This design comes from an exercise in tuning for small area and a short achievable clock period on the open sky130 flow, not from production work.
The RTL was checked by simulation tests, not by an equivalence proof against the original design.
Power figures rest on the tool's default switching activity, not on a simulated workload.

--- flow/run.sh ---
#!/bin/bash
# synth_recipe.tcl (not shown) runs the flow's synth.tcl, then flattens the netlist and writes it again
# the make line also repeats each setting of config.mk as NAME=value (left out here)
make -C /OpenROAD-flow-scripts/flow DESIGN_CONFIG=/design/flow/config.mk WORK_HOME=/design/flow/orfs CLKGATE_MAP_FILE= SYNTH_SCRIPT=/design/flow/synth_recipe.tcl finish
--- flow/config.mk ---
export PLATFORM = sky130hd
export DESIGN_NAME = calc_top
export DESIGN_NICKNAME = calc_top
export VERILOG_FILES = /design/flow/design.v
export SDC_FILE = /design/flow/constraint.sdc
export NUM_CORES = 4
export LEC_CHECK = 0
export CAP_MARGIN = 20
export CORE_MARGIN = 2
export CORE_UTILIZATION = 40
export SLEW_MARGIN = 20
--- flow/constraint.sdc ---
create_clock -name core_clock -period 28.0 [get_ports {clk}]
set_input_delay 5.6000 -clock core_clock [delete_from_list [all_inputs] [get_ports {clk}]]
set_output_delay 5.6000 -clock core_clock [all_outputs]
set_load 0.01 [all_outputs]
--- flow/design.v ---
module fa(
input a,input b,input ci, output s, output co
);
reg s_out,c_out;
always @(*)
begin
s_out=a^b^ci;
c_out=a&b|a&ci|b&ci;
end
assign s=s_out;
assign co=c_out;
endmodule
module add17bit_2sComp(
   input 		     [16:0]		A,
	input 		     [16:0]		B,
	input 		         		ci,
	output		     [16:0]		calculate_out
);
wire [16:0] s;
wire [16:0] co;
fa fa0(A[0],B[0],ci,s[0],co[0]);
fa fa1(A[1],B[1],co[0],s[1],co[1]);
fa fa2(A[2],B[2],co[1],s[2],co[2]);
fa fa3(A[3],B[3],co[2],s[3],co[3]);
fa fa4(A[4],B[4],co[3],s[4],co[4]);
fa fa5(A[5],B[5],co[4],s[5],co[5]);
fa fa6(A[6],B[6],co[5],s[6],co[6]);
fa fa7(A[7],B[7],co[6],s[7],co[7]);
fa fa8(A[8],B[8],co[7],s[8],co[8]);
fa fa9(A[9],B[9],co[8],s[9],co[9]);
fa fa10(A[10],B[10],co[9],s[10],co[10]);
fa fa11(A[11],B[11],co[10],s[11],co[11]);
fa fa12(A[12],B[12],co[11],s[12],co[12]);
fa fa13(A[13],B[13],co[12],s[13],co[13]);
fa fa14(A[14],B[14],co[13],s[14],co[14]);
fa fa15(A[15],B[15],co[14],s[15],co[15]);
fa fa16(A[16],B[16],co[15],s[16],co[16]);
assign calculate_out[16:0]=s;
endmodule 
module add20bit_2sComp(
   input 		     [19:0]		A,
	input 		     [19:0]		B,
	input 		         		ci,
	output		     [19:0]		calculate_out
);
wire [19:0] s;
wire [19:0] co;
fa fa0(A[0],B[0],ci,s[0],co[0]);
fa fa1(A[1],B[1],co[0],s[1],co[1]);
fa fa2(A[2],B[2],co[1],s[2],co[2]);
fa fa3(A[3],B[3],co[2],s[3],co[3]);
fa fa4(A[4],B[4],co[3],s[4],co[4]);
fa fa5(A[5],B[5],co[4],s[5],co[5]);
fa fa6(A[6],B[6],co[5],s[6],co[6]);
fa fa7(A[7],B[7],co[6],s[7],co[7]);
fa fa8(A[8],B[8],co[7],s[8],co[8]);
fa fa9(A[9],B[9],co[8],s[9],co[9]);
fa fa10(A[10],B[10],co[9],s[10],co[10]);
fa fa11(A[11],B[11],co[10],s[11],co[11]);
fa fa12(A[12],B[12],co[11],s[12],co[12]);
fa fa13(A[13],B[13],co[12],s[13],co[13]);
fa fa14(A[14],B[14],co[13],s[14],co[14]);
fa fa15(A[15],B[15],co[14],s[15],co[15]);
fa fa16(A[16],B[16],co[15],s[16],co[16]);
fa fa17(A[17],B[17],co[16],s[17],co[17]);
fa fa18(A[18],B[18],co[17],s[18],co[18]);
fa fa19(A[19],B[19],co[18],s[19],co[19]);
assign calculate_out[19:0]=s;
endmodule 
module bin2bcd
(
	input wire [9:0] bin,
	output wire [3:0] bcd2,bcd1,bcd0,
	output reg neg
);
reg [9:0] abs_bin, rem, ones;
reg [3:0] tens, honds;
always @ (*) begin
	if (bin[9] == 1'b1) 
		begin
		abs_bin = (~bin) + 10'b00_0000_0001;
		neg = 1'b1;
		end
	else 
		begin
		abs_bin = bin;
		neg = 1'b0;
		end
	if (abs_bin >= 10'd500)
		begin
		honds = 4'h5;
		rem = abs_bin - 10'd500; 
		end 
	else if (abs_bin >= 10'd400 && abs_bin < 10'd500)
	   begin
		honds = 4'h4;
		rem = abs_bin - 10'd400;
		end
	else if (abs_bin >= 10'd300 && abs_bin < 10'd400)
	   begin
		honds = 4'h3;
		rem = abs_bin - 10'd300;
		end
	else if (abs_bin >= 10'd200 && abs_bin < 10'd300)
	   begin
		honds = 4'h2;
		rem = abs_bin - 10'd200;
		end
	else if (abs_bin >= 10'd100 && abs_bin < 10'd200)
	   begin
		honds = 4'h1;
		rem = abs_bin - 10'd100;
		end
	else 
	   begin
		honds = 4'h0;
		rem = abs_bin;
		end
	if (rem >= 10'd090)
		begin
		tens = 4'h9;
		ones = rem - 10'd090;
		end
	else if (rem >= 10'd080 && rem < 10'd090)
		begin
		tens = 4'h8;
		ones = rem - 10'd080;
		end
	else if (rem >= 10'd070 && rem < 10'd080)
		begin
		tens = 4'h7;
		ones = rem - 10'd070;
		end
	else if (rem >= 10'd060 && rem < 10'd070)
		begin
		tens = 4'h6;
		ones = rem - 10'd060;
		end
	else if (rem >= 10'd050 && rem < 10'd060)
		begin
		tens = 4'h5;
		ones = rem - 10'd050;
		end
	else if (rem >= 10'd040 && rem < 10'd050)
		begin
		tens = 4'h4;
		ones = rem - 10'd040;
		end
	else if (rem >= 10'd030 && rem < 10'd040)
		begin
		tens = 4'h3;
		ones = rem - 10'd030;
		end
	else if (rem >= 10'd020 && rem < 10'd030)
		begin
		tens = 4'h2;
		ones = rem - 10'd020;
		end
	else if (rem >= 10'd010 && rem < 10'd020)
		begin
		tens = 4'h1;
		ones = rem - 10'd010;
		end
	else 
		begin
		tens = 4'h0;
		ones = rem;
		end
end
assign bcd0 = ones [3:0];
assign bcd1 = tens;
assign bcd2 = honds;
endmodule 
module edge_detection ( 
input clock, 
input input_signal, 
output reg rising_transition
);
reg n; 
wire rising_transition_c;
assign rising_transition_c = ~n & input_signal;
always @(posedge clock) begin 
n                 <= input_signal; 
rising_transition <= rising_transition_c; 
end
endmodule
module cal(
input clk,
input [1:0] KEY,
input [6:2] SW,
input [15:0] smooth_out,
output [1:0] LEDR,
output reg nothing,
output reg [9:0] BCD_in
);
reg enable1;
reg enable2;
reg state_c, state;
reg [15:0] operand1, operand2;
wire [16:0] num1, num2, num3, num4;
wire [16:0] calculate_out1, calculate_out2;
wire load, reset;
wire reset_edge, load_edge;
assign reset = ~KEY[0];
assign load = ~KEY[1];
edge_detection my_edge1(.clock(clk),.input_signal(reset),.rising_transition(reset_edge));
edge_detection my_edge2(.clock(clk),.input_signal(load),.rising_transition(load_edge));
reg [1:0] LED;
assign LEDR[1:0] = LED[1:0];
always @ (*) begin
state_c = state;
LED = 2'b01;
enable1 = 1'b0;
enable2 = 1'b0;
case (state)
1'b0:begin LED = 2'b01; if (load_edge == 1'b1) begin state_c = 1'b1; enable1 = 1'b1; end end
1'b1:begin LED = 2'b10; if (load_edge == 1'b1) begin state_c = 1'b0; enable2 = 1'b1; end end
endcase
if (reset_edge == 1'b1) begin
state_c = 1'b0;
LED = 2'b01;
end
end
always @ (posedge clk) begin
	state <= state_c;
	if (enable1 == 1'b1) begin
		operand1 <= smooth_out;
	end
	if (enable2 == 1'b1) begin
		operand2 <= smooth_out;
   end
end
parameter smooth = 5'b00_001;
parameter operand_1 = 5'b00_010;
parameter operand_2 = 5'b00_100;
parameter add = 5'b01_000;
parameter sub = 5'b10_000;
assign num1 = {operand1[15],operand1};
assign num2 = {operand2[15],operand2};
assign num3 = {operand1[15],operand1};
assign num4 = ~({operand2[15],operand2});
always @ (*) begin
	case (SW[6:2])
	smooth: begin
		BCD_in = smooth_out[9:0];
		nothing = 1'b0;
	end
	operand_1: begin
		BCD_in = operand1[9:0];
		nothing = 1'b0;
	end
	operand_2: begin
		BCD_in = operand2[9:0];
		nothing = 1'b0;
	end
	add: begin
		BCD_in = calculate_out1[9:0];
		nothing = 1'b0;
	end
	sub: begin
		BCD_in = calculate_out2[9:0];
		nothing = 1'b0;
	end
	default: begin
		BCD_in = 10'd0;
		nothing = 1'b1;
	end
	endcase
end
add17bit_2sComp my_add(.A(num1), .B(num2), .ci(1'b0), .calculate_out(calculate_out1));
add17bit_2sComp my_sub(.A(num3), .B(num4), .ci(1'b1), .calculate_out(calculate_out2));
endmodule 
module seg7(
	output		     [7:0]		HEX0,
	output		     [7:0]		HEX1,
	output		     [7:0]		HEX2,
	output		     [7:0]		HEX3,
	output		     [7:0]		HEX4,
	output		     [7:0]		HEX5,
	input                      clk,
	input                      rst,
	input                      nothing,
   input 		     [11:0]		display,
	input                      neg
);
  reg [31:0] out; 
  reg [12:0] count, count_c;  
always @(count or rst) begin
		count_c = count + 13'd1;
		if (count == 13'd4400) begin
		count_c = 13'd0;
		end
		if (rst == 1'b1) begin
		count_c = 13'd0;
		end
end
always @ (posedge clk) begin
	count <= count_c;
end
always @(*) begin
	 case (display [3:0])  
	 4'b0000: begin 
	 out [7:0] = 8'b11000000; 
	 end 
	 4'b0001: begin 
	 out [7:0] = 8'b11111001; 
	 end 
	 4'b0010: begin 
	 out [7:0] = 8'b10100100; 
	 end 
	 4'b0011: begin 
	 out [7:0] = 8'b10110000; 
	 end 
	 4'b0100: begin 
	 out [7:0] = 8'b10011001; 
	 end 
	 4'b0101: begin 
	 out [7:0]= 8'b10010010; 
	 end 
	 4'b0110: begin 
	 out [7:0]= 8'b10000010; 
	 end 
	 4'b0111: begin 
	 out [7:0]= 8'b11111000; 
	 end
	 4'b1000: begin 
	 out [7:0]= 8'b10000000; 
	 end 
	 4'b1001: begin 
	 out [7:0]= 8'b10010000; 
	 end 
	 4'b1010: begin 
	 out [7:0]= 8'b10001000; 
	 end 
	 4'b1011: begin 
	 out [7:0]= 8'b10000011; 
	 end
	 4'b1100: begin 
	 out [7:0]= 8'b11000110; 
	 end 
	 4'b1101: begin 
	 out [7:0]= 8'b10100001; 
	 end 
	 4'b1110: begin 
	 out [7:0]= 8'b10000110; 
	 end 
	 4'b1111: begin 
	 out [7:0]= 8'b10001110; 
	 end
	 default: begin 
	 out [7:0]= 8'b11111111; 
	 end 
	 endcase 
	 case (display [7:4])  
	 4'b0000: begin 
	 out [15:8]= 8'b11000000; 
	 end 
	 4'b0001: begin 
	 out [15:8]= 8'b11111001; 
	 end 
	 4'b0010: begin 
	 out [15:8]= 8'b10100100; 
	 end 
	 4'b0011: begin 
	 out [15:8]= 8'b10110000; 
	 end 
	 4'b0100: begin 
	 out [15:8]= 8'b10011001; 
	 end 
	 4'b0101: begin 
	 out [15:8]= 8'b10010010; 
	 end 
	 4'b0110: begin 
	 out [15:8]= 8'b10000010; 
	 end 
	 4'b0111: begin 
	 out [15:8]= 8'b11111000; 
	 end
	 4'b1000: begin 
	 out [15:8]= 8'b10000000; 
	 end 
	 4'b1001: begin 
	 out [15:8]= 8'b10010000; 
	 end 
	 4'b1010: begin 
	 out [15:8]= 8'b10001000; 
	 end 
	 4'b1011: begin 
	 out [15:8]= 8'b10000011; 
	 end
	 4'b1100: begin 
	 out [15:8]= 8'b11000110; 
	 end 
	 4'b1101: begin 
	 out [15:8]= 8'b10100001; 
	 end 
	 4'b1110: begin 
	 out [15:8]= 8'b10000110; 
	 end 
	 4'b1111: begin 
	 out [15:8]= 8'b10001110; 
	 end
	 default: begin 
	 out [15:8]= 8'b11111111; 
	 end 
	 endcase 
	 case (display [11:8])  
	 4'b0000: begin 
	 out [23:16]= 8'b11000000; 
	 end 
	 4'b0001: begin 
	 out [23:16]= 8'b11111001; 
	 end 
	 4'b0010: begin 
	 out [23:16]= 8'b10100100; 
	 end 
	 4'b0011: begin 
	 out [23:16]= 8'b10110000; 
	 end 
	 4'b0100: begin 
	 out [23:16]= 8'b10011001; 
	 end 
	 4'b0101: begin 
	 out [23:16]= 8'b10010010; 
	 end 
	 4'b0110: begin 
	 out [23:16]= 8'b10000010; 
	 end 
	 4'b0111: begin 
	 out [23:16]= 8'b11111000; 
	 end
	 4'b1000: begin 
	 out [23:16]= 8'b10000000; 
	 end 
	 4'b1001: begin 
	 out [23:16]= 8'b10010000; 
	 end 
	 4'b1010: begin 
	 out [23:16]= 8'b10001000; 
	 end 
	 4'b1011: begin 
	 out [23:16]= 8'b10000011; 
	 end
	 4'b1100: begin 
	 out [23:16]= 8'b11000110; 
	 end 
	 4'b1101: begin 
	 out [23:16]= 8'b10100001; 
	 end 
	 4'b1110: begin 
	 out [23:16]= 8'b10000110; 
	 end 
	 4'b1111: begin 
	 out [23:16]= 8'b10001110; 
	 end
	 default: begin 
	 out [23:16]= 8'b11111111; 
	 end 
	 endcase 
	 case (neg)
	 1'b1: begin
	 out [31:24]= 8'b10111111;
	 end
	 default: begin 
	 out [31:24]= 8'b11111111; 
	 end 
	 endcase
    if (nothing == 1'b1) begin 
	 if (count <= 13'd2200) begin
	 out [7:0] = 8'b1011_1111;
	 out[15:8] = 8'b1011_1111;
	 out[23:16] = 8'b1011_1111; 
	 out[31:24] = 8'b1011_1111;
	 end 
	 else begin
	 out [7:0] = 8'b1111_1111;
	 out[15:8] = 8'b1111_1111;
	 out[23:16] = 8'b1111_1111; 
	 out[31:24] = 8'b1111_1111;
	 end
	 end
 end 
assign HEX0[7:0]=out[7:0];
assign HEX1[7:0]=out[15:8];
assign HEX2[7:0]=out[23:16];
assign HEX3[7:0]=out[31:24];
assign HEX4[7:0]= 8'b11111111;
assign HEX5[7:0]= 8'b11111111;
endmodule
module smooth_filter(
input clk,
input reset,
input [15:0] in,
input [1:0] SW,
output [15:0] out
);
reg [6:0] count, count_c;
wire en;
always @(reset or count) begin
	if (reset == 1'b1) begin
		count_c = 7'd0;
	end
	else begin
		count_c = count + 7'd1;
	end
end
assign en = (count == 7'd99);
reg [15:0] r1, r2, r3, r4, r5, r6, r7, r8, r9, r10, r11, r12, r13, r14, r15, r16;
always @ (posedge clk) begin
	count <= count_c;
	if (en == 1'b1) begin
		r1 <= in;
		r2 <= r1;
		r3 <= r2;
		r4 <= r3;
		r5 <= r4;
		r6 <= r5;
		r7 <= r6;
		r8 <= r7;
		r9 <= r8;
		r10 <= r9;
		r11 <= r10;
		r12 <= r11;
		r13 <= r12;
		r14 <= r13;
		r15 <= r14;
		r16 <= r15;
	end
end
reg [19:0] sum;
wire [19:0] num1, num2, num3, num4, num5, num6, num7, num8;
wire [19:0] num9, num10, num11, num12, num13, num14, num15, num16;
wire ci=1'b0;
wire [19:0] calculate_out1, calculate_out2, calculate_out3, calculate_out4,
            calculate_out5, calculate_out6, calculate_out7, calculate_out8,
				calculate_out9, calculate_out10, calculate_out11, calculate_out12,
				calculate_out13, calculate_out14, calculate_out15;
assign num1 = {{4{r1[15]}},r1};
assign num2 = {{4{r2[15]}},r2};
assign num3 = {{4{r3[15]}},r3};
assign num4 = {{4{r4[15]}},r4};
assign num5 = {{4{r5[15]}},r5};
assign num6 = {{4{r6[15]}},r6};
assign num7 = {{4{r7[15]}},r7};
assign num8 = {{4{r8[15]}},r8};
assign num9 = {{4{r9[15]}},r9};
assign num10 = {{4{r10[15]}},r10};
assign num11 = {{4{r11[15]}},r11};
assign num12 = {{4{r12[15]}},r12};
assign num13 = {{4{r13[15]}},r13};
assign num14 = {{4{r14[15]}},r14};
assign num15 = {{4{r15[15]}},r15};
assign num16 = {{4{r16[15]}},r16};
always @(*) begin
	sum = num1;
	case (SW[1:0]) 
	2'b00:begin 
		sum = num1;
	end
	2'b01:begin
		sum = calculate_out1;
		sum = sum >> 1; 
	end
	2'b10:begin
		sum = calculate_out3;
		sum = sum >> 2;  
	end
	2'b11:begin
		sum = calculate_out15;
		sum = sum >> 4;  
	end
	endcase 
end
assign out = sum[15:0];
add20bit_2sComp my_adder1 (.A(num1),.B(num2),.ci(ci),.calculate_out(calculate_out1));
add20bit_2sComp my_adder2 (.A(calculate_out1),.B(num3),.ci(ci),.calculate_out(calculate_out2));
add20bit_2sComp my_adder3(.A(calculate_out2),.B(num4),.ci(ci),.calculate_out(calculate_out3));
add20bit_2sComp my_adder4(.A(calculate_out3),.B(num5),.ci(ci),.calculate_out(calculate_out4));
add20bit_2sComp my_adder5 (.A(calculate_out4),.B(num6),.ci(ci),.calculate_out(calculate_out5));
add20bit_2sComp my_adder6(.A(calculate_out5),.B(num7),.ci(ci),.calculate_out(calculate_out6));
add20bit_2sComp my_adder7(.A(calculate_out6),.B(num8),.ci(ci),.calculate_out(calculate_out7));
add20bit_2sComp my_adder8 (.A(calculate_out7),.B(num9),.ci(ci),.calculate_out(calculate_out8));
add20bit_2sComp my_adder9(.A(calculate_out8),.B(num10),.ci(ci),.calculate_out(calculate_out9));
add20bit_2sComp my_adder10(.A(calculate_out9),.B(num11),.ci(ci),.calculate_out(calculate_out10));
add20bit_2sComp my_adder11(.A(calculate_out10),.B(num12),.ci(ci),.calculate_out(calculate_out11));
add20bit_2sComp my_adder12(.A(calculate_out11),.B(num13),.ci(ci),.calculate_out(calculate_out12));
add20bit_2sComp my_adder13(.A(calculate_out12),.B(num14),.ci(ci),.calculate_out(calculate_out13));
add20bit_2sComp my_adder14(.A(calculate_out13),.B(num15),.ci(ci),.calculate_out(calculate_out14));
add20bit_2sComp my_adder15(.A(calculate_out14),.B(num16),.ci(ci),.calculate_out(calculate_out15));
endmodule 
module calc_top (
   input              clk,
   input              rst,
   input      [15:0]  data_x,
   input      [1:0]   KEY,
   input      [6:0]   SW,
   output     [7:0]   HEX0,
   output     [7:0]   HEX1,
   output     [7:0]   HEX2,
   output     [7:0]   HEX3,
   output     [7:0]   HEX4,
   output     [7:0]   HEX5,
   output     [1:0]   LEDR
   );
wire [3:0] bcd2, bcd1, bcd0;
wire neg;
wire [15:0] smooth_out;
wire nothing;
wire [9:0] BCD_in;
smooth_filter my_filter (.clk(clk), .reset(rst), .in(data_x[15:0]), .SW(SW[1:0]), .out(smooth_out));
cal my_cal (.clk(clk), .KEY(KEY), .SW(SW[6:2]), .smooth_out(smooth_out), .LEDR(LEDR[1:0]), .nothing(nothing), .BCD_in(BCD_in));
bin2bcd my_bin2bcd (.bin(BCD_in), .bcd2(bcd2), .bcd1(bcd1), .bcd0(bcd0), .neg(neg));
seg7 my_seg7 (.HEX0(HEX0), .HEX1(HEX1), .HEX2(HEX2), .HEX3(HEX3), .HEX4(HEX4), .HEX5(HEX5), .clk(clk), .rst(rst), .nothing(nothing), .display({bcd2, bcd1, bcd0}), .neg(neg));
endmodule
==> metrics.md, run 1 <==
| Metric | Value |
|---|---|
| Die Height | `214 um` |
| Share of the synthesized area in the top cell type | `41.6%` |
| Unique masters post-synth | `99` |
| Skew final | `0.0412 ns` |
| Crit path max fanout | `6` |
| Post-synth EDFFs | `244` |
| Final setup viols | `0` |
| Most used cell, CP | `fa_1` |
| Worst min path class | `reg2reg` |
| Cell type with the largest total area after synthesis | `edfxtp_1` |
| Max Slew Vio Count | `0` |
| Die area | `0.0458 sq mm` |
| Slew headroom | `31.2%` |
| Post-layout min period | `26.94 ns` |
| Post-DP HPWL | `26.9 mm` |
| Critical Path Source Type | `flip-flop` |
| Syn Area/Cell | `13.6 sq um` |
| Max-cap check violation count | `0` |
| Fillers | `3,905` |
| CP Data Arrival Time | `21.34 ns` |
| Core Region | `0.0433 sq mm` |
| Critical path class | `reg2out` |
| Power Density | `53.1 mW/mm^2` |
| RR Startpoint | `my_filter.r1[0]` |
| Initial Util | `40.7%` |
| First-pass GRT wire length | `59.6 mm` |
| FF+latch count, synth | `269` |
| CTS max path bufs | `3` |
| RSZ-0062 raised after global routing | `no` |
| Core Util, Final | `45.7%` |
| Static leakage | `7.35 nW` |
| Ys flop type | `edfxtp_1` |
| DRT Pass-1 Iters | `5` |
| Top post-synthesis cells by area | `edfxtp_1 (42%), fa_1 (22%), ha_1 (4.1%)` |
| Slowest stage delay, CP | `0.64 ns` |
| DR iter-0 viols | `935` |
| Tcrit/Tclk final | `96.2%` |
| Std cell rows | `76` |
| Mapped Area | `0.0176 sq mm` |
| Clk Latency, worst-skew pair | `0.57 ns` |
| GRT overflow | `0` |
| WL final | `35.7 mm` |
| Largest net degree at the start of global routing | `83` |
| Initial antenna violation count | `0` |
| Share of cells above drive strength 1 | `10.7%` |
| All-Layer GR Usage | `16.0%` |
| Slowest-stage cell, CP | `fa_2` |
| Syn Inst Count | `1,298` |
| Hold Startpoint | `my_cal.my_edge2.n` |
| ANT cells | `0` |
| Worst vdd ir | `0.0000456 V` |
| Die width | `214 um` |
| Critical Path RT | `22.40 ns` |
| Vias/cell | `5.32` |
| Yosys Warn Count | `6` |
| Num ports | `77` |
| Area Growth Syn to Fin | `12.3%` |
| Critical Path Start | `my_filter.r1[0]` |
| CTS tree | `done` |
| Vias in the first global route | `11,100` |
| # port buffers | `48` |
| Pre-CTS setup slack | `0.714 ns` |
| Placer congestion estimate | `0.909` |
| Outcome | `finished clean` |
| Cts hold-fix bufs | `0` |
| Final setup TNS | `0 ns` |
| Final hold violation count | `0` |
| Final nets | `1,662` |
| Final worst slack | `1.06 ns` |
| DRT antenna net count | `0` |
| CTS clk-pin slew, worst paths | `0.06 ns` |
| Routed len/inst | `17.9 um` |
| Via count | `10,600` |
| Ys async rst share | `0%` |
| Register area share after synthesis | `44.4%` |
| Root Driver | `clkbuf_16` |
| Crit. End Element | `output pin` |
| Measured slew at the worst slew-check pin | `1.03 ns` |
| Drc violations | `0` |
| Total CTS buffers | `28` |
| Fmax | `37.1 MHz` |
| H-tree depth | `1` |
| Clk sink count | `269` |
[report_power, final]
group | switching (mW) | internal, mW
combinational | 0.154 | 0.105
sequential | 0.00210 | 0.435
clock | 0.155 | 0.200
[stage by stage]
step | cell area [sq um] | hold slack [ns] | power, mW | std cells
floorplan | 17700 | 0.363 | 0.620 | 1323
global placement | 18800 | 0.369 | 0.694 | 1929
global route | 19800 | 0.410 | 1.11 | 1991
CTS | 19700 | 0.393 | 1.06 | 1981
detailed placement | 18800 | 0.384 | 0.698 | 1929
finish | 19800 | 0.389 | 1.05 | 1991
[final timing paths]
check / end / slack (ns) / depth (start not counted)
setup reg to reg: my_cal.operand1[9] / 12.93 / 36
hold / removal: my_cal.my_edge2.rising_transition / 0.39 / 1
setup / recovery: HEX0[1] / 1.06 / 61
hold reg to reg: my_cal.my_edge2.rising_transition / 0.39 / 1
[cells in the final DEF, fill, tap and decap left out, types with 22 or more instances in the layout]
cell type | synthesis | final
edfxtp_1 | 244 | 244
fa_1 | 193 | 192
inv_1 | 125 | 125
ha_1 | 58 | 58
nor2_1 | 54 | 53
nand2_1 | 52 | 51
clkdlybuf4s50_1 | 0 | 48
buf_4 | 28 | 43
a21oi_1 | 36 | 36
xnor2_1 | 32 | 30
clkbuf_16 | 0 | 28
nand3_1 | 27 | 27
conb_1 | 1 | 26
dfxtp_1 | 25 | 25
nor3_1 | 23 | 23
o21ai_0 | 23 | 22
[layer usage]
layer  part of all wire, %  global-route usage (%)
met5                     0                       0
met2                    46                    24.4
met1                    47                    23.8
met3                   4.9                    2.33
met4                   2.3                    5.06
[cells by family after synthesis]
group / Yosys count / share of synthesized area (%)
AND/OR/NAND/NOR: 293 / 9.38
adder cells (fa/ha/maj): 254 / 26.2
XOR/XNOR: 47 / 2.73
buffers and inverters: 187 / 4.84
AO/OA/AOI/OAI: 231 / 10.8
multiplexers: 16 / 1.55
flip-flops: 269 / 44.4
other: 1 / 0.0213
[Yosys cell counts, types with 25 or more instances]
| master | instances |
|---|---|
| dfxtp_1 | 25 |
| fa_1 | 193 |
| edfxtp_1 | 244 |
| inv_1 | 125 |
| xnor2_1 | 32 |
| ha_1 | 58 |
| a21oi_1 | 36 |
| buf_4 | 28 |
| nand3_1 | 27 |
| nor2_1 | 54 |
| nand2_1 | 52 |
[final cells by class]
| type | count | area [sq um] | share of cell area (%) |
|---|---|---|---|
| clock buffers | 41 | 769 | 3.89 |
| clock inverters | 11 | 92.6 | 0.468 |
| multi-input cells | 867 | 9090 | 45.9 |
| repair buffers | 91 | 803 | 4.06 |
| flip-flops and latches | 269 | 7830 | 39.5 |
| well taps | 585 | 732 | 3.70 |
| inverters | 127 | 477 | 2.41 |
[critical path, delay by kind of cell, from the launching register on]
family,cells,cell delay (ns)
DFF,1,0.39
and+or+nand+nor,4,1.07
buffers and inverters,8,1.48
adders and majority gates,30,13.53
xor gates and xnor gates,6,1.60
AOI/OAI and AO/OA,13,2.66
[what timing repair did]
item / 4_1_cts / 5_1_grt
resized for setup: 1 / 9
setup endpoints to repair: 1 / 14
buffers inserted: 0 / 10
pin swaps: 1 / 2
==> run 2: changes to the inputs <==
--- a/flow/design.v
+++ b/flow/design.v
@@ -604,11 +604,105 @@
    );
-wire [3:0] bcd2, bcd1, bcd0;
-wire neg;
-wire [15:0] smooth_out;
-wire nothing;
-wire [9:0] BCD_in;
-smooth_filter my_filter (.clk(clk), .reset(rst), .in(data_x[15:0]), .SW(SW[1:0]), .out(smooth_out));
-cal my_cal (.clk(clk), .KEY(KEY), .SW(SW[6:2]), .smooth_out(smooth_out), .LEDR(LEDR[1:0]), .nothing(nothing), .BCD_in(BCD_in));
-bin2bcd my_bin2bcd (.bin(BCD_in), .bcd2(bcd2), .bcd1(bcd1), .bcd0(bcd0), .neg(neg));
-seg7 my_seg7 (.HEX0(HEX0), .HEX1(HEX1), .HEX2(HEX2), .HEX3(HEX3), .HEX4(HEX4), .HEX5(HEX5), .clk(clk), .rst(rst), .nothing(nothing), .display({bcd2, bcd1, bcd0}), .neg(neg));
+reg [6:0] cnt;
+wire strobe = (cnt == 7'd99);
+always @(posedge clk) cnt <= rst ? 7'd0 : cnt + 7'd1;
+reg [13:0] n1;                  
+reg [14*15-1:0] ring;           
+reg [3:0]  q;                   
+reg        pend;                
+reg        acc;                 
+reg [13:0] sa;                  
+reg [11:0] sb;                  
+reg [9:0]  f2, f4, f16;         
+wire ins = pend & (q == 4'd0);
+wire [13:0] tail = ring[14*15-1:14*14];
+always @(posedge clk) begin
+   ring <= {ring[14*14-1:0], ins ? n1 : tail};
+   if (!ins) q <= (q == 4'd14) ? 4'd0 : q + 4'd1;
+   pend <= strobe | (pend & ~ins);
+   acc  <= ins | (acc & (q != 4'd14));
+   sa <= ins ? 14'd0 : sa + (acc ? tail : 14'd0);
+   sb <= ins ? 12'd0 : sb + ((acc && q >= 4'd12) ? tail[11:0] : 12'd0);
+   if (strobe) begin
+      n1  <= data_x[13:0];
+      f2  <= (data_x[10:0] + n1[10:0]) >> 1;
+      f4  <= (data_x[11:0] + sb) >> 2;
+      f16 <= (data_x[13:0] + sa) >> 4;
+   end
+end
+reg [9:0] f;
+always @(*) begin
+   case (SW[1:0])
+   2'b00: f = n1[9:0];
+   2'b01: f = f2;
+   2'b10: f = f4;
+   default: f = f16;
+   endcase
+end
+reg kn0, kn1, reset_edge, load_edge, state;
+reg [9:0] op1, op2;
+always @(posedge clk) begin
+   kn0 <= ~KEY[0];
+   kn1 <= ~KEY[1];
+   reset_edge <= ~KEY[0] & ~kn0;
+   load_edge  <= ~KEY[1] & ~kn1;
+   if (reset_edge) state <= 1'b0;
+   else if (load_edge) state <= ~state;
+   if (load_edge & ~state) op1 <= f;
+   if (load_edge &  state) op2 <= f;
+end
+assign LEDR = (reset_edge | ~state) ? 2'b01 : 2'b10;
+wire [9:0] sum_v = op1 + op2;
+wire [9:0] dif_v = op1 - op2;
+reg [9:0] v;
+reg nothing;
+always @(*) begin
+   nothing = 1'b0;
+   case (SW[6:2])
+   5'b00001: v = f;
+   5'b00010: v = op1;
+   5'b00100: v = op2;
+   5'b01000: v = sum_v;
+   5'b10000: v = dif_v;
+   default: begin v = 10'd0; nothing = 1'b1; end
+   endcase
+end
+wire neg = v[9];
+wire [9:0] a = neg ? -v : v;
+reg [2:0] h;
+reg [6:0] r;
+always @(*) begin
+   if (a >= 10'd500)      begin h = 3'd5; r = a - 10'd500; end
+   else if (a >= 10'd400) begin h = 3'd4; r = a - 10'd400; end
+   else if (a >= 10'd300) begin h = 3'd3; r = a - 10'd300; end
+   else if (a >= 10'd200) begin h = 3'd2; r = a - 10'd200; end
+   else if (a >= 10'd100) begin h = 3'd1; r = a - 10'd100; end
+   else                   begin h = 3'd0; r = a[6:0]; end
+end
+wire [3:0] t = r / 7'd10;
+wire [3:0] o = r % 7'd10;
+function [6:0] seg;
+   input [3:0] d;
+   case (d)
+   4'd0: seg = 7'h40;
+   4'd1: seg = 7'h79;
+   4'd2: seg = 7'h24;
+   4'd3: seg = 7'h30;
+   4'd4: seg = 7'h19;
+   4'd5: seg = 7'h12;
+   4'd6: seg = 7'h02;
+   4'd7: seg = 7'h78;
+   4'd8: seg = 7'h00;
+   default: seg = 7'h10;
+   endcase
+endfunction
+reg [12:0] bcnt;
+always @(posedge clk) bcnt <= (rst || bcnt == 13'd4400) ? 13'd0 : bcnt + 13'd1;
+wire dash = (bcnt <= 13'd2200);
+wire [6:0] blank = dash ? 7'h3f : 7'h7f;
+assign HEX0 = {1'b1, nothing ? blank : seg(o)};
+assign HEX1 = {1'b1, nothing ? blank : seg(t)};
+assign HEX2 = {1'b1, nothing ? blank : seg({1'b0, h})};
+assign HEX3 = {1'b1, nothing ? blank : (neg ? 7'h3f : 7'h7f)};
+assign HEX4 = 8'hff;
+assign HEX5 = 8'hff;
 endmodule
--- a/flow/config.mk
+++ b/flow/config.mk
@@ -9,3 +9,5 @@
 export CORE_MARGIN = 2
-export CORE_UTILIZATION = 40
+export CORE_UTILIZATION = 65
+export CTS_BUF_LIST = sky130_fd_sc_hd__clkbuf_4
+export CTS_CLUSTER_SIZE = 20
 export SLEW_MARGIN = 20
==> run 2 against run 1 <==
  * Largest cell class is now sequential cells
  * Worst setup slack gained 5.9 ns
  * Synthesized cell count shrank 5.9%
  * Critical endpoint is now HEX0[5]
  * Area after synthesis fell by 22%
  * Via count fell by 13%
  * Register-to-register slack improved by 11 ns
  * Die area decreased by 51%
  * Largest power group unchanged
  * Design area shrank 22%
  * Clock skew rose by 0.031 ns
  * Sequential power up 16%
  * Hold slack got worse by 0.094 ns
==> metrics.md, run 2 <==
| Metric | Value |
|---|---|
| Post-route insts no fill | `1,660 (-17%)` |
| Yosys Warn Count | `1 (-5)` |
| GRT overflow | `0 (unchanged)` |
| Slowest-stage cell, CP | `nor4_2` |
| Ys flop type | `dfxtp_1` |
| Total CTS buffers | `79 (+180%)` |
| Skew final | `0.0719 ns (+0.0307 ns)` |
| Ys async rst share | `0% (unchanged)` |
| RR Startpoint | `acc` |
| Max Slew Vio Count | `0 (unchanged)` |
| Num ports | `77 (unchanged)` |
| Placed instance count | `1,514 (-22%)` |
| # port buffers | `48 (unchanged)` |
| All-Layer GR Usage | `24.4% (+8.3 points)` |
| Core Region | `0.0210 sq mm (-52%)` |
| Largest net degree at the start of global routing | `46 (-45%)` |
| Max FFs per register | `210` |
| Final hold violation count | `0 (unchanged)` |
| Fmax | `47.5 MHz (+28%)` |
| Vias in the first global route | `9,119 (-18%)` |
| DRT Pass-1 Iters | `5 (unchanged)` |
| Std cell rows | `53 (-30%)` |
| Critical Path RT | `22.40 ns (about the same)` |
| CP Data Arrival Time | `15.45 ns (-5.89 ns)` |
| Commonest non-fill, non-tap cells in the layout | `dfxtp_1 (263), clkbuf_4 (120), ha_1 (100)` |
| CTS tree | `done` |
| Final nets | `1,451 (-13%)` |
| Vias/cell | `5.54 (+4.0%)` |
| Crit path max fanout | `13 (+7)` |
| Critical Path Start | `SW[4]` |
| Leading cell type in the layout, fill and taps excluded | `dfxtp_1` |
| First-pass GRT wire length | `43.7 mm (-27%)` |
| Post-synth top cells | `dfxtp_1 (263), ha_1 (100), nor2_1 (97)` |
| Via count | `9,189 (-13%)` |
| H-tree depth | `3 (+2)` |
| Most used cell, CP | `inv_1` |
| DRT antenna net count | `0 (unchanged)` |
| Measured slew at the worst slew-check pin | `1.06 ns (+0.0321 ns)` |
| Share of cells above drive strength 1 | `14.0% (+3.3 points)` |
| Post-synth EDFFs | `68 (-72%)` |
| Worst vdd ir | `0.0000608 V (+33%)` |
| Tcrit/Tclk final | `75.2% (-21 points)` |
| Syn Area/Cell | `11.3 sq um (-17%)` |
| Clk Latency, worst-skew pair | `0.71 ns (+0.14 ns)` |
| Most flop-heavy register | `ring` |
| Cts repair resizes | `0 (-1)` |
| Final setup viols | `0 (unchanged)` |
| Placement Cell Area | `0.0144 sq mm (-23%)` |
| Placer congestion estimate | `0.890 (-2.0%)` |
| Post-DP HPWL | `18.4 mm (-32%)` |
| Met1 Use GR | `33.4% (+9.6 points)` |
| FF+latch count, synth | `331 (+23%)` |
| Slowest stage delay, CP | `0.79 ns (+0.15 ns)` |
| Critical Path Source Type | `input port` |
| DR iter-0 viols | `505 (-46%)` |
| M3 GR Usage | `4.18% (+1.8 points)` |
| Initial Util | `66.0% (+25 points)` |
| Final setup TNS | `0 ns (unchanged)` |
| Hold Startpoint | `ring[38]` |
| Power Density | `68.8 mW/mm^2 (+29%)` |
| Static leakage | `6.33 nW (-14%)` |
| Grt met2 use | `39.2% (+15 points)` |
| Critical path class | `in2out` |
| Worst min path class | `reg2reg` |
| Cell type with the largest total area after synthesis | `dfxtp_1` |
| Die width | `150 um (-30%)` |
| CTS clk-pin slew, worst paths | `0.07 ns (about the same)` |
| Register area share after synthesis | `52.9% (+8.4 points)` |
| CTS max path bufs | `3 (unchanged)` |
| Drc violations | `0 (unchanged)` |
| Post-CTS Setup Inserts | `0 (unchanged)` |
| Final instance area | `0.0155 sq mm (-22%)` |
| Routed len/inst | `15.6 um (-13%)` |
| Top Registers | `ring (210), n1 (14), sa (14)` |
| Max-cap check violation count | `0 (unchanged)` |
| Cts hold-fix bufs | `0 (unchanged)` |
| Area Growth Syn to Fin | `11.8%` |
| Root Driver | `clkbuf_4` |
| Slew headroom | `29.0% (-2.1 points)` |
| Die area | `0.0224 sq mm (-51%)` |
| RSZ-0062 raised after global routing | `no` |
| Unique masters post-synth | `98 (-1.0%)` |
| Crit. End Element | `output pin` |
| Syn Inst Count | `1,221 (-5.9%)` |
| Post-layout min period | `21.05 ns (-5.89 ns)` |
| Initial antenna violation count | `1 (+1)` |
| WL final | `25.9 mm (-27%)` |
| Outcome | `finished clean` |
| Most common cell in the netlist | `dfxtp_1` |
| Clk sink count | `331 (+23%)` |
| Top post-synthesis cells by area | `dfxtp_1 (38%), edfxtp_1 (15%), ha_1 (9.1%)` |
| Mapped Area | `0.0138 sq mm (-22%)` |
| Busiest grt layer | `met2` |
| Share of the synthesized area in the top cell type | `38.1% (-3.5 points)` |
| Die Height | `150 um (-30%)` |
==> run 2: cell types whose count changed after synthesis, sizes merged, moves of 14 or more <==
cell / change
o21a: +14
a21oi: +20
fa: -189
dfxtp: +238
inv: -70
xnor2: +28
mux2: +15
ha: +42
o21bai: +15
edfxtp: -176
nor2: +45
a211oi: -15
and2: +23
xor2: +17
==> run 2: cell type report <==
class	count	area (sq um)
Clock inverter	25	136
Clock buffer	120	901
Fill cell	1482	5500
Antenna cell	1	2.50
Multi-Input combinational cell	800	6040
Tap cell	275	344
Inverter	57	214
Sequential cell	331	7310
Timing Repair Buffer	51	503
==> run 2: kinds of logic (layout without fill, tap and decap cells) <==
family / after synthesis / in the layout / share of synthesized area, %
AOI/OAI and AO/OA: 224 / 224 / 11.8
xor gates and xnor gates: 87 / 87 / 5.70
adders and majority gates: 106 / 106 / 9.78
buffers and inverters: 115 / 253 / 4.11
DFF: 331 / 331 / 52.9
muxes: 33 / 33 / 3.47
other: 1 / 27 / 0.0271
and+or+nand+nor: 324 / 324 / 12.2
==> run 2: worst max-delay path, delay by kind of cell <==
kind | cells | cell delay (ns)
AOI/OAI and AO/OA | 10 | 3.23
and+or+nand+nor | 7 | 3.20
buffers and inverters | 6 | 1.62
adders and majority gates | 3 | 0.82
xor gates and xnor gates | 1 | 0.54
muxes | 1 | 0.40
==> run 2: through the flow <==
stage               setup slack, ns  hold WS (ns)  power, mW  util [%]
floorplan                      9.77         0.310      0.645         -
global placement               7.31         0.310      0.681      68.8
detailed placement             7.11         0.312      0.685      68.8
CTS                            7.10         0.294       1.07      73.7
global route                   6.20         0.287       1.12      73.7
finish                         6.95         0.295       1.06      73.7
==> run 2: report_power, final <==
group          switching (mW)  leakage, nW  internal (mW)
registers              0.0104         2.74          0.497
logic                  0.0993         2.98         0.0713
clock network           0.186        0.610          0.199
total                   0.296         6.33          0.767
==> run 2: metal layers <==
metal | wire [um] | vias up
met3 | 1230 | 39
li1 | - | 4544
met4 | 429 | 0
met1 | 12000 | 4384
met2 | 12300 | 222
met5 | 0 | -
==> run 2: path summary, 6_finish.rpt <==
path	end	slack, ns	cells past startpoint
worst max register to register	sb[10]	24.34	17
worst min-delay path	ring[52]	0.30	0
worst min register to register	ring[52]	0.30	0
worst max-delay path	HEX0[5]	6.95	28
==> run 3: changes to the inputs <==
--- a/flow/config.mk
+++ b/flow/config.mk
@@ -10,4 +10,3 @@
 export CORE_UTILIZATION = 65
-export CTS_BUF_LIST = sky130_fd_sc_hd__clkbuf_4
-export CTS_CLUSTER_SIZE = 20
+export CTS_BUF_LIST = sky130_fd_sc_hd__clkbuf_8
 export SLEW_MARGIN = 20
==> run 3 against run 2 <==
  * Critical path depth is the same
  * Maximum frequency grew 0.12%
  * Largest cell class unchanged
  * Clock skew shrank 0.043 ns
  * Count of clock-buffer cells in the layout shrank 54
  * Via count shrank 2.5%
  * Clock power grew 8.1%
  * Sequential share of layout area shrank 0.21 points
  * Worst setup slack gained 0.025 ns
  * Total power grew 2.9%
==> metrics.md, run 3 <==
| Metric | Value |
|---|---|
| Final nets | `1,421 (-2.1%)` |
| FF+latch area | `0.00731 sq mm (unchanged)` |
| FF+latch count, synth | `331 (unchanged)` |
| Measured slew at the worst slew-check pin | `1.07 ns (+0.00468 ns)` |
| Most common cell in the netlist | `dfxtp_1` |
| CTS max path bufs | `3 (unchanged)` |
| WL final | `26.0 mm (+0.11%)` |
| Die width | `150 um (unchanged)` |
| M3 GR Usage | `3.35% (-0.82 points)` |
| Met1 Use GR | `33.9% (+0.47 points)` |
| Routed len/inst | `16.2 um (+3.5%)` |
| Crit path max fanout | `13 (unchanged)` |
| Crit. End Element | `output pin` |
| Fmax | `47.6 MHz (+0.12%)` |
| Worst min path class | `reg2reg` |
| Std cell rows | `53 (unchanged)` |
| Placer congestion estimate | `0.890 (unchanged)` |
| Skew final | `0.0288 ns (-0.0430 ns)` |
| Drc violations | `0 (unchanged)` |
| Post-synth top cells | `dfxtp_1 (263), ha_1 (100), nor2_1 (97)` |
| Die Height | `150 um (unchanged)` |
| CTS clk-pin slew, worst paths | `0.06 ns (about the same)` |
| Cts hold-fix bufs | `0 (unchanged)` |
| Initial Util | `66.0% (unchanged)` |
| DRT Pass-1 Iters | `5 (unchanged)` |
| Critical R2R Capture | `sb[10]` |
| Max Slew Vio Count | `0 (unchanged)` |
| Max-cap check violation count | `0 (unchanged)` |
| Critical Path RT | `22.40 ns (about the same)` |
| Cts repair resizes | `0 (unchanged)` |
| RSZ-0062 raised after global routing | `no` |
| DRT antenna net count | `0 (unchanged)` |
| CTS tree | `done` |
| R2R cell count | `17 (unchanged)` |
| Via count | `8,959 (-2.5%)` |
| # port buffers | `48 (unchanged)` |
| Power Density | `70.5 mW/mm^2 (+2.5%)` |
| Final hold violation count | `0 (unchanged)` |
| Tcrit/Tclk final | `75.1% (-0.089 points)` |
| Share of cells above drive strength 1 | `10.7% (-3.3 points)` |
| Die area | `0.0224 sq mm (unchanged)` |
| Unique masters post-synth | `98 (unchanged)` |
| Largest net degree at the start of global routing | `46 (unchanged)` |
| Pre-CTS setup slack | `7.11 ns (unchanged)` |
| Fillers | `1,459 (-1.6%)` |
| Post-synth EDFFs | `68 (unchanged)` |
| Register area share after synthesis | `52.9% (unchanged)` |
| Final setup viols | `0 (unchanged)` |
| Hold Startpoint | `ring[6]` |
| Num ports | `77 (unchanged)` |
| RR Startpoint | `acc` |
| Area of the multi-input gates | `0.00604 sq mm (unchanged)` |
| Core Region | `0.0210 sq mm (unchanged)` |
| Clk Latency, worst-skew pair | `0.56 ns (-0.15 ns)` |
| Root Driver | `clkbuf_8` |
| Outcome | `finished clean` |
| Max FFs per register | `210 (unchanged)` |
| Yosys Warn Count | `1 (unchanged)` |
| H-tree depth | `2 (-1)` |
| Post-DP HPWL | `18.4 mm (unchanged)` |
| Vias/cell | `5.58 (+0.78%)` |
| Worst hold stages | `0 (unchanged)` |
| Commonest non-fill, non-tap cells in the layout | `dfxtp_1 (263), ha_1 (100), nor2_1 (97)` |
| Mapped Area | `0.0138 sq mm (unchanged)` |
| Initial antenna violation count | `0 (-1)` |
| Share of the synthesized area in the top cell type | `38.1% (unchanged)` |
| Ys flop type | `dfxtp_1` |
| Critical path class | `in2out` |
| Flop2flop setup slack | `24.24 ns (-0.10 ns)` |
| Final worst slack | `6.98 ns (+0.0250 ns)` |
| Post-layout min period | `21.02 ns (-0.0250 ns)` |
| Syn Area/Cell | `11.3 sq um (unchanged)` |
| Syn Inst Count | `1,221 (unchanged)` |
| Grt met2 use | `39.4% (+0.18 points)` |
| Leading cell type in the layout, fill and taps excluded | `dfxtp_1` |
| Worst hold endpoint | `ring[20]` |
| Ys async rst share | `0% (unchanged)` |
| GRT overflow | `0 (unchanged)` |
| Most flop-heavy register | `ring` |
| DR iter-0 viols | `525 (+4.0%)` |
| Vias in the first global route | `8,870 (-2.7%)` |
| Busiest grt layer | `met2` |
| Top Registers | `ring (210), n1 (14), sa (14)` |
| Static leakage | `6.35 nW (+0.28%)` |
| Worst vdd ir | `0.0000667 V (+9.7%)` |
| Total CTS buffers | `49 (-38%)` |
| Top post-synthesis cells by area | `dfxtp_1 (38%), edfxtp_1 (15%), ha_1 (9.1%)` |
| Total power | `1.09 mW (+2.9%)` |
| Critical Path Source Type | `input port` |
| Hold Worst Slack | `0.313 ns (+0.0174 ns)` |
| Final setup TNS | `0 ns (unchanged)` |
| Clk sink count | `331 (unchanged)` |
| Post-CTS Setup Inserts | `0 (unchanged)` |
| First-pass GRT wire length | `43.6 mm (-0.25%)` |
| Slew headroom | `28.7% (-0.31 points)` |
| Area Growth Syn to Fin | `12.3%` |
| Cell type with the largest total area after synthesis | `dfxtp_1` |
| ANT cells | `0 (-1)` |
| All-Layer GR Usage | `24.2% (-0.13 points)` |
| CP Data Arrival Time | `15.42 ns (-0.03 ns)` |
-- run 3: how the worst max path moves through the flow --
| stage | depth (start not counted) | end | slack, ns | start |
|---|---|---|---|---|
| 2_1_floorplan | 31 | HEX0[5] | 9.77 | SW[4] |
| 3_3_place_gp | 31 | HEX0[5] | 7.31 | SW[3] |
| 3_5_place_dp | 28 | HEX0[5] | 7.11 | SW[4] |
| 4_1_cts | 28 | HEX0[5] | 7.10 | SW[4] |
| 5_1_grt | 28 | HEX0[5] | 6.19 | SW[3] |
| 6_report | 28 | HEX0[5] | 6.98 | SW[4] |
-- run 3: logic make-up (layout without fill, tap and decap cells) --
group	after synthesis	count (layout)	synth area share [%]
compound gates	224	224	11.8
xor+xnor	87	87	5.70
fa+ha+maj	106	106	9.78
buf+inv	115	200	4.11
flops	331	331	52.9
mux	33	33	3.47
other cells	1	26	0.0271
simple gates	324	324	12.2
-- run 3: worst max-delay path: stages --
cell and delay, ns:
clkdlybuf4s50_1 0.54, or3_1 0.57, nor2_1 0.43, mux2i_1 0.39, ha_1 0.30, nor2b_1 0.15, o311ai_0 0.65, a21oi_1 0.21
or4_2 0.70, nand3_1 0.41, nand2b_1 0.16, xnor2_1 0.54, inv_1 0.27, ha_1 0.31, a21oi_1 0.22, inv_1 0.10
o41ai_4 0.64, a211oi_1 0.23, nor4_2 0.78, a21oi_2 0.21, a221o_1 0.34, a22oi_1 0.36, inv_1 0.16, ha_1 0.21
inv_1 0.07, a21oi_1 0.04, a311o_1 0.34, clkdlybuf4s50_1 0.48
-- run 3: routing by layer --
metal | routed length [um] | part of all wire (%)
met2 | 12300 | 48
met5 | 0 | 0
met1 | 11900 | 46
met4 | 445 | 1.7
met3 | 1260 | 4.8
-- run 3: cell type report --
class / count / share of cell area [%]
clock buffers: 66 / 5.85
clock inverters: 26 / 1.29
inverters: 57 / 1.38
multi-input cells: 800 / 38.9
flip-flops and latches: 331 / 47.1
well taps: 275 / 2.22
repair buffers: 51 / 3.24
-- run 3: stage by stage --
step | utilization [%] | cells | cell area [sq um]
2_1_floorplan | - | 1246 | 13900
3_3_place_gp | 68.8 | 1514 | 14400
3_5_place_dp | 68.8 | 1514 | 14400
4_1_cts | 74.1 | 1606 | 15500
5_1_grt | 74.1 | 1606 | 15500
6_report | 74.1 | 1606 | 15500
-- run 3: power by group --
| part | switching [mW] | internal, mW |
|---|---|---|
| Sequential | 0.0104 | 0.497 |
| Clock | 0.177 | 0.240 |
| Combinational | 0.0991 | 0.0712 |
==> run 4: changes to the inputs <==
--- a/flow/config.mk
+++ b/flow/config.mk
@@ -9,4 +9,3 @@
 export CORE_MARGIN = 2
-export CORE_UTILIZATION = 65
-export CTS_BUF_LIST = sky130_fd_sc_hd__clkbuf_8
+export CORE_UTILIZATION = 40
 export SLEW_MARGIN = 20
==> run 4 against run 3 <==
  * Synthesized cell count did not move
  * Final cell count rose by 9.5%
  * Die area rose by 61%
  * Worst setup slack improved by 0.064 ns
  * Area after synthesis did not move
  * Wire length barely moved
  * Clock power rose by 13%
  * Maximum frequency rose by 0.30%
  * Global-route usage fell by 9.6 points
  * Critical path depth rose by 1
  * Hold slack improved by 0.0072 ns
  * Critical path type unchanged
  * Critical endpoint unchanged
==> metrics.md, run 4 <==
| Metric | Value |
|---|---|
| FF+latch count, synth | `331 (unchanged)` |
| Die width | `190 um (+27%)` |
| CTS tree | `done` |
| Measured slew at the worst slew-check pin | `0.950 ns (-0.119 ns)` |
| Max Slew Vio Count | `0 (unchanged)` |
| Slowest-stage cell, CP | `nor4_2` |
| Mapped Area | `0.0138 sq mm (unchanged)` |
| Worst min path class | `reg2reg` |
| GRT overflow | `0 (unchanged)` |
| WL final | `26.0 mm (about the same)` |
| CTS max path bufs | `3 (unchanged)` |
| Initial Util | `40.3% (-26 points)` |
| Post-synth EDFFs | `68 (unchanged)` |
| Yosys Warn Count | `1 (unchanged)` |
| Area share of fa/ha/maj cells after synthesis | `9.78% (unchanged)` |
| All-Layer GR Usage | `14.6% (-9.6 points)` |
| Initial antenna violation count | `1 (+1)` |
| Register share of total power | `44.2% (-2.2 points)` |
| Std cell rows | `68 (+28%)` |
| Post-DP HPWL | `18.7 mm (+1.9%)` |
| Tcrit/Tclk final | `74.9% (-0.23 points)` |
| ANT cells | `0 (unchanged)` |
| Top post-synthesis cells by area | `dfxtp_1 (38%), edfxtp_1 (15%), ha_1 (9.1%)` |
| Max-cap check violation count | `0 (unchanged)` |
| Most common cell in the netlist | `dfxtp_1` |
| Final setup TNS | `0 ns (unchanged)` |
| Vias in the first global route | `8,720 (-1.7%)` |
| DR iter-0 viols | `470 (-10%)` |
| Fmax | `47.7 MHz (+0.30%)` |
| Placer congestion estimate | `0.849 (-4.7%)` |
| Leading cell type in the layout, fill and taps excluded | `dfxtp_1` |
| Area Growth Syn to Fin | `15.0%` |
| Post-layout min period | `20.96 ns (-0.0639 ns)` |
| Routed len/inst | `14.8 um (-8.7%)` |
| Internal power | `857 uW (+6.1%)` |
| Power Density | `72.3 mW/mm^2 (+2.5%)` |
| Syn Inst Count | `1,221 (unchanged)` |
| Via count | `8,801 (-1.8%)` |
| Clk sink count | `331 (unchanged)` |
| Share of cells above drive strength 1 | `9.74% (-0.93 points)` |
| Most flop-heavy register | `ring` |
| Die Height | `190 um (+27%)` |
| Static leakage | `6.34 nW (-0.13%)` |
| Final setup viols | `0 (unchanged)` |
| RR Startpoint | `acc` |
| Vias/cell | `5.00 (-10%)` |
| Critical path class | `in2out` |
| Syn Area/Cell | `11.3 sq um (unchanged)` |
| Core Region | `0.0343 sq mm (+64%)` |
| Max FFs per register | `210 (unchanged)` |
| Final nets | `1,408 (-0.91%)` |
| Root Driver | `clkbuf_16` |
| Largest net degree at the start of global routing | `46 (unchanged)` |
| Cell type with the largest total area after synthesis | `dfxtp_1` |
| Unique masters post-synth | `98 (unchanged)` |
| First-pass GRT wire length | `43.1 mm (-1.3%)` |
| DRT antenna net count | `0 (unchanged)` |
| Total CTS buffers | `35 (-29%)` |
| Drc violations | `0 (unchanged)` |
| Critical R2R Capture | `sb[11]` |
| Ys flop type | `dfxtp_1` |
| Die area | `0.0361 sq mm (+61%)` |
| Mux cell area share after synthesis | `3.47% (unchanged)` |
| R2R cell count | `17 (unchanged)` |
| Final hold violation count | `0 (unchanged)` |
| Flop2flop setup slack | `24.36 ns (+0.12 ns)` |
| Post-CTS Setup Inserts | `0 (unchanged)` |
| Share of the synthesized area in the top cell type | `38.1% (unchanged)` |
| Most used cell, CP | `inv_1` |
| Crit. End Element | `output pin` |
| # port buffers | `48 (unchanged)` |
| Critical Path Source Type | `input port` |
| Clk Latency, worst-skew pair | `0.51 ns (-0.05 ns)` |
| Clock share of power | `41.1% (+3.0 points)` |
| H-tree depth | `2 (unchanged)` |
| Placement Cell Area | `0.0146 sq mm (+1.6%)` |
| Post-synth top cells | `dfxtp_1 (263), ha_1 (100), nor2_1 (97)` |
| Register area share after synthesis | `52.9% (unchanged)` |
| Comb power frac | `14.7% (-0.9 points)` |
| Switching share of power | `25.4% (-0.78 points)` |
| Final instance area | `0.0159 sq mm (+2.4%)` |
| Crit path max fanout | `13 (unchanged)` |
| Worst Setup EP | `HEX0[5]` |
| RSZ-0062 raised after global routing | `no` |
| Top Registers | `ring (210), n1 (14), sa (14)` |
| Ys async rst share | `0% (unchanged)` |
| Critical Path RT | `22.40 ns (about the same)` |
| Compound-Gate Fraction of Synth Area | `11.8% (unchanged)` |
| Critical Path Start | `SW[3]` |
| CP Data Arrival Time | `15.36 ns (-0.06 ns)` |
| Worst vdd ir | `0.0000501 V (-25%)` |
| Slew headroom | `36.5% (+7.8 points)` |
| Post-synthesis xor/xnor area fraction | `5.70% (unchanged)` |
| Cts repair resizes | `0 (unchanged)` |
| Outcome | `finished clean` |
| Simple-gate share of the synthesized area | `12.2% (unchanged)` |
| Combinational family with the most area after synthesis | `simple AND/OR/NAND/NOR gates` |
| Slowest stage delay, CP | `0.81 ns (+0.03 ns)` |
| Commonest non-fill, non-tap cells in the layout | `dfxtp_1 (263), ha_1 (100), nor2_1 (97)` |
| Cts hold-fix bufs | `0 (unchanged)` |
| Skew final | `0.0190 ns (-0.00984 ns)` |
| Num ports | `77 (unchanged)` |
| CTS clk-pin slew, worst paths | `0.06 ns (about the same)` |
| DRT Pass-1 Iters | `6 (+1)` |
| Switch Pwr | `291 uW (+1.8%)` |
[run 4: cell counts after synthesis]
No cell type changed its count.
[run 4: how the worst min path moves through the flow]
stage / from / to / slack (ns) / cells after the start
3_5_place_dp: ring[95] / ring[109] / 0.31 / 0
5_1_grt: ring[150] / ring[164] / 0.33 / 0
6_report: ring[10] / ring[24] / 0.32 / 0
4_1_cts: ring[60] / ring[74] / 0.32 / 0
2_1_floorplan: ring[86] / ring[100] / 0.31 / 0
3_3_place_gp: ring[183] / ring[197] / 0.31 / 0
[run 4: critical path: cells and delay by family]
family | cells | cell delay (ns)
buf+inv | 6 | 1.64
xor+xnor | 1 | 0.62
fa+ha+maj | 3 | 0.79
simple gates | 7 | 3.16
compound gates | 10 | 2.96
mux | 2 | 0.57
[run 4: kinds of logic after synthesis]
family | Yosys count
AO/OA/AOI/OAI | 224
XOR/XNOR | 87
adder cells (fa/ha/maj) | 106
buffers and inverters | 115
flip-flops | 331
multiplexers | 33
other | 1
AND/OR/NAND/NOR | 324
[run 4: power by group through the flow]
| stage | Clock [mW] | Combinational, mW | Sequential, mW |
|---|---|---|---|
| 6_report | 0.472 | 0.169 | 0.507 |
| 5_1_grt | 0.507 | 0.189 | 0.509 |
| 2_1_floorplan | 0 | 0.132 | 0.513 |
| 4_1_cts | 0.486 | 0.168 | 0.507 |
| 3_5_place_dp | 0 | 0.167 | 0.518 |
| 3_3_place_gp | 0 | 0.164 | 0.517 |
[run 4: layout make-up]
type	count	area [sq um]
fillers	3125	18400
multi-input cells	800	6050
repair buffers	52	510
clock buffers	50	1110
clock inverters	14	129
flip-flops and latches	331	7310
inverters	57	214
well taps	455	569
[run 4: stage by stage]
stage / std cells / power [mW] / worst slack (ns) / hold WS (ns) / utilization [%]
floorplan: 1246 / 0.645 / 9.77 / 0.310 / -
global placement: 1695 / 0.681 / 7.18 / 0.310 / 42.7
detailed placement: 1695 / 0.685 / 7.17 / 0.312 / 42.7
CTS: 1759 / 1.16 / 7.13 / 0.323 / 46.3
global route: 1759 / 1.20 / 6.33 / 0.326 / 46.3
finish: 1759 / 1.15 / 7.04 / 0.320 / 46.3
[run 4: metal layers]
metal	track usage, %	vias to the layer above	part of all wire [%]
li1	-	4411	-
met5	0	-	0.050
met3	2.64	45	4.0
met2	24.2	144	46
met1	19.5	4199	48
met4	4.56	2	2.1
==> run 5: changes to the inputs <==
==> flow/flow/run.sh (new file) <==
#!/bin/bash
# Own layout flow: the standard synthesis, then the combinational logic
# between the registers is mapped again by ABC for area (the registers,
# their names and cell types stay as the standard synthesis made them),
# then the standard layout steps from floorplan to finish.
set -euo pipefail
W=$(pwd)
R=$W/orfs/results/$FLOW_PLATFORM/calc_top/base
YOSYS=yosys
[[ -x $FLOW_HOME/../tools/install/yosys/bin/yosys ]] && YOSYS=$FLOW_HOME/../tools/install/yosys/bin/yosys

bash standard.sh synth > $W/std_synth.log 2>&1
cp $R/1_2_yosys.v $W/std_netlist.v

DONT_USE=$(make -s -C $FLOW_HOME DESIGN_CONFIG=$W/config.mk WORK_HOME=$W/orfs print-DONT_USE_CELLS | sed -n 's/^DONT_USE_CELLS: *//p' | tail -1)
LIB=$(make -s -C $FLOW_HOME DESIGN_CONFIG=$W/config.mk WORK_HOME=$W/orfs print-LIB_FILES | sed -n 's/^LIB_FILES: *//p' | tail -1)
export REMAP_IN=$W/std_netlist.v REMAP_OUT=$W/remap_netlist.v REMAP_LIB="$LIB" REMAP_DONT_USE="$DONT_USE" REMAP_TOP=$FLOW_TOP
$YOSYS -c $W/flow/remap.tcl > $W/remap.log 2>&1
cp $W/remap_netlist.v $R/1_2_yosys.v
rm -f $R/1_synth.odb $R/1_synth.sdc

bash standard.sh BUFFER_PORTS_ARGS="-buffer_cell sky130_fd_sc_hd__buf_2" finish > $W/layout.log 2>&1
==> flow/flow/remap.tcl (new file) <==
# Map the standard synthesis's combinational logic again, for area.
# Registers are kept as black boxes, so their instances, names and cell
# types are untouched.
yosys -import
set lib [lindex $::env(REMAP_LIB) 0]
read_liberty -ignore_miss_func -ignore_miss_dir $lib
read_verilog $::env(REMAP_IN)
hierarchy -top $::env(REMAP_TOP)
setattr -mod -set blackbox 1 sky130_fd_sc_hd__*df*
flatten
opt_clean -purge
tee -o remap_before.txt stat
set du {}
foreach c $::env(REMAP_DONT_USE) { lappend du -dont_use $c }
abc -liberty $lib {*}$du -script "+strash;ifraig;dc2;irw;dc2;dch,-f;amap;topo;dnsize"
opt_clean -purge
hilomap -singleton -hicell sky130_fd_sc_hd__conb_1 HI -locell sky130_fd_sc_hd__conb_1 LO
setundef -zero
splitnets
opt_clean -purge
insbuf -buf sky130_fd_sc_hd__buf_4 A X
read_liberty -lib -ignore_miss_func -ignore_miss_dir $lib
hierarchy -top $::env(REMAP_TOP)
tee -o remap_stat.txt stat -liberty $lib
check -assert
write_verilog -noattr -nohex -nodec $::env(REMAP_OUT)
==> flow/standard.sh (new file) <==
#!/bin/bash
# synth_recipe.tcl (not shown) runs the flow's synth.tcl, then flattens the netlist and writes it again
# the make line also repeats each setting of config.mk as NAME=value (left out here)
make -C /OpenROAD-flow-scripts/flow DESIGN_CONFIG=/design/flow/config.mk WORK_HOME=/design/flow/orfs CLKGATE_MAP_FILE= SYNTH_SCRIPT=/design/flow/synth_recipe.tcl "${@:-finish}"
--- a/flow/config.mk
+++ b/flow/config.mk
@@ -9,3 +9,6 @@
 export CORE_MARGIN = 2
-export CORE_UTILIZATION = 40
+export CORE_UTILIZATION = 65
+export CTS_BUF_LIST = sky130_fd_sc_hd__clkbuf_16
+export CTS_CLUSTER_DIAMETER = 60
+export CTS_CLUSTER_SIZE = 30
 export SLEW_MARGIN = 20
removed: flow/run.sh
==> run 5 against run 4 <==
  * Clock skew increased by 0.012 ns
  * Design area shrank 18%
  * Register-to-register slack lost 1.2 ns
  * Utilization grew 26 points
  * Via count shrank 2.9%
  * Maximum frequency rose by 4.3%
  * Largest cell class unchanged
  * Synthesized cell count decreased by 0.90%
  * Still clean
==> metrics.md, run 5 <==
| Metric | Value |
|---|---|
| Outcome | `finished clean` |
| Slowest stage delay, CP | `0.60 ns (-0.21 ns)` |
| Yosys Warn Count | `1 (unchanged)` |
| Worst Setup EP | `HEX0[3]` |
| Critical R2R Capture | `sa[13]` |
| Area Growth Syn to Fin | `10.1%` |
| Die Height | `139 um (-27%)` |
| Core Util, Final | `72.7% (+26 points)` |
| Crit path max fanout | `12 (-1)` |
| Vias/cell | `5.60 (+12%)` |
| # port buffers | `48 (unchanged)` |
| R2R cell count | `23 (+6)` |
| Internal power | `747 uW (-13%)` |
| Die area | `0.0192 sq mm (-47%)` |
| Total CTS buffers | `18 (-49%)` |
| Final nets | `1,312 (-6.8%)` |
| Initial antenna violation count | `0 (-1)` |
| Fillers | `1,249 (-60%)` |
| Root Driver | `clkbuf_16` |
| Clk sink count | `331 (unchanged)` |
| Cts repair resizes | `0 (unchanged)` |
| Top Registers | `ring (210), n1 (14), sa (14)` |
| Critical Path Start | `SW[2]` |
| ANT cells | `0 (unchanged)` |
| CP Data Arrival Time | `14.51 ns (-0.85 ns)` |
| Syn Inst Count | `1,210 (-0.90%)` |
| Final setup viols | `0 (unchanged)` |
| Skew final | `0.0306 ns (+0.0116 ns)` |
| Commonest non-fill, non-tap cells in the layout | `dfxtp_1 (263), nor2_1 (211), clkinv_1 (119)` |
| Worst min path class | `reg2reg` |
| First-pass GRT wire length | `38.8 mm (-10%)` |
| CTS tree | `done` |
| Max-cap check violation count | `0 (unchanged)` |
| Fmax | `49.7 MHz (+4.3%)` |
| Flop2flop setup slack | `23.12 ns (-1.24 ns)` |
| RR Startpoint | `acc` |
| Drc violations | `0 (unchanged)` |
| Tcrit/Tclk final | `71.8% (-3.1 points)` |
| Max FFs per register | `210 (unchanged)` |
| DRT Pass-1 Iters | `7 (+1)` |
| Critical Path Source Type | `input port` |
| GRT overflow | `0 (unchanged)` |
| Leading cell type in the layout, fill and taps excluded | `dfxtp_1` |
| Slowest-stage cell, CP | `nor3_1` |
| Initial Util | `66.0% (+26 points)` |
| Vias in the first global route | `8,054 (-7.6%)` |
| Total power | `1.06 mW (-7.6%)` |
| DR iter-0 viols | `587 (+25%)` |
| Cts hold-fix bufs | `0 (unchanged)` |
| DRT antenna net count | `0 (unchanged)` |
| Via count | `8,549 (-2.9%)` |
| WL final | `23.4 mm (-9.8%)` |
| Comb power frac | `19.6% (+4.9 points)` |
| Switch Pwr | `315 uW (+8.1%)` |
| H-tree depth | `1 (-1)` |
| RSZ-0062 raised after global routing | `no` |
| Worst vdd ir | `0.0000776 V (+55%)` |
| CTS max path bufs | `3 (unchanged)` |
| CTS clk-pin slew, worst paths | `0.10 ns (+0.04 ns)` |
| All-Layer GR Usage | `24.4% (+9.8 points)` |
| Power Density | `81.9 mW/mm^2 (+13%)` |
| Static leakage | `4.84 nW (-24%)` |
| Num ports | `77 (unchanged)` |
| Max Slew Vio Count | `0 (unchanged)` |
| Final setup TNS | `0 ns (unchanged)` |
| Syn Area/Cell | `9.73 sq um (-14%)` |
| Std cell rows | `49 (-28%)` |
| Largest net degree at the start of global routing | `46 (unchanged)` |
| Slew headroom | `30.2% (-6.4 points)` |
| Crit. End Element | `output pin` |
| Critical Path RT | `22.40 ns (about the same)` |
| Clk Latency, worst-skew pair | `0.51 ns (about the same)` |
| Post-DP HPWL | `15.5 mm (-17%)` |
| Core Region | `0.0178 sq mm (-48%)` |
| Most flop-heavy register | `ring` |
| Most used cell, CP | `clkinv_1` |
| Final worst slack | `7.89 ns (+0.856 ns)` |
| Post-CTS Setup Inserts | `0 (unchanged)` |
| Share of cells above drive strength 1 | `6.78% (-3.0 points)` |
| Hold Worst Slack | `0.328 ns (+0.00794 ns)` |
| Critical path class | `in2out` |
| Register share of total power | `50.7% (+6.5 points)` |
| Switching share of power | `29.7% (+4.3 points)` |
| Final hold violation count | `0 (unchanged)` |
| Placer congestion estimate | `0.900 (+6.1%)` |
| Routed len/inst | `15.3 um (+3.9%)` |
| Pre-CTS setup slack | `8.11 ns (+0.944 ns)` |
| Measured slew at the worst slew-check pin | `1.04 ns (+0.0934 ns)` |
| Clock share of power | `29.7% (-11 points)` |
| Post-layout min period | `20.11 ns (-0.856 ns)` |
| Die width | `139 um (-27%)` |
| Mapped Area | `0.0118 sq mm (-15%)` |
## run 5: worst max-delay path, delay by kind of cell
family,cells,cell delay [ns]
AO/OA/AOI/OAI,14,3.49
buffers and inverters,10,1.73
AND/OR/NAND/NOR,18,3.68
## run 5: metrics by stage
step	cell area [sq um]	cells
final	13000	1526
after global placement	12300	1494
after global routing	13000	1526
after floorplan	11900	1235
after detailed placement	12300	1494
after CTS	13000	1526
## run 5: worst min-delay path by stage
| stage | from | endpoint | cells after the start | slack, ns |
|---|---|---|---|---|
| after floorplan | ring[86] | ring[100] | 0 | 0.31 |
| after global placement | ring[98] | ring[112] | 0 | 0.31 |
| after detailed placement | ring[51] | ring[65] | 0 | 0.31 |
| after CTS | ring[186] | ring[200] | 0 | 0.33 |
| after global routing | ring[55] | ring[69] | 0 | 0.34 |
| final | ring[89] | ring[103] | 0 | 0.33 |
## run 5: metal layers
metal	up-vias	global-route usage [%]	part of all wire, %
li1	4348	-	-
met1	3908	32.5	44
met2	252	42.3	49
met3	41	2.87	5.5
met4	0	7.36	2.3
met5	-	0	0
## run 5: power groups by stage
stage / Clock, mW / Combinational (mW) / Sequential [mW]
floorplan: 0 / 0.158 / 0.544
global placement: 0 / 0.197 / 0.547
detailed placement: 0 / 0.202 / 0.548
CTS: 0.321 / 0.206 / 0.538
global route: 0.337 / 0.237 / 0.541
finish: 0.315 / 0.208 / 0.538
## run 5: layout make-up
| cell class | count | area, sq um | area share (%) |
|---|---|---|---|
| flip-flops and latches | 331 | 7310 | 56.4 |
| clock buffers | 19 | 475 | 3.67 |
| clock inverters | 13 | 216 | 1.67 |
| repair buffers | 56 | 300 | 2.32 |
| multi-input cells | 759 | 3930 | 30.3 |
| inverters | 119 | 447 | 3.44 |
| well taps | 229 | 287 | 2.21 |

Setup slack of run 5, layout unchanged: 7.894 ns with ideal ports, 7.873 ns with driving cells assumed (clock clkbuf_16, inputs buf_2), 7.873 ns with port delays also shifted by the 0.540 ns mid clock arrival.
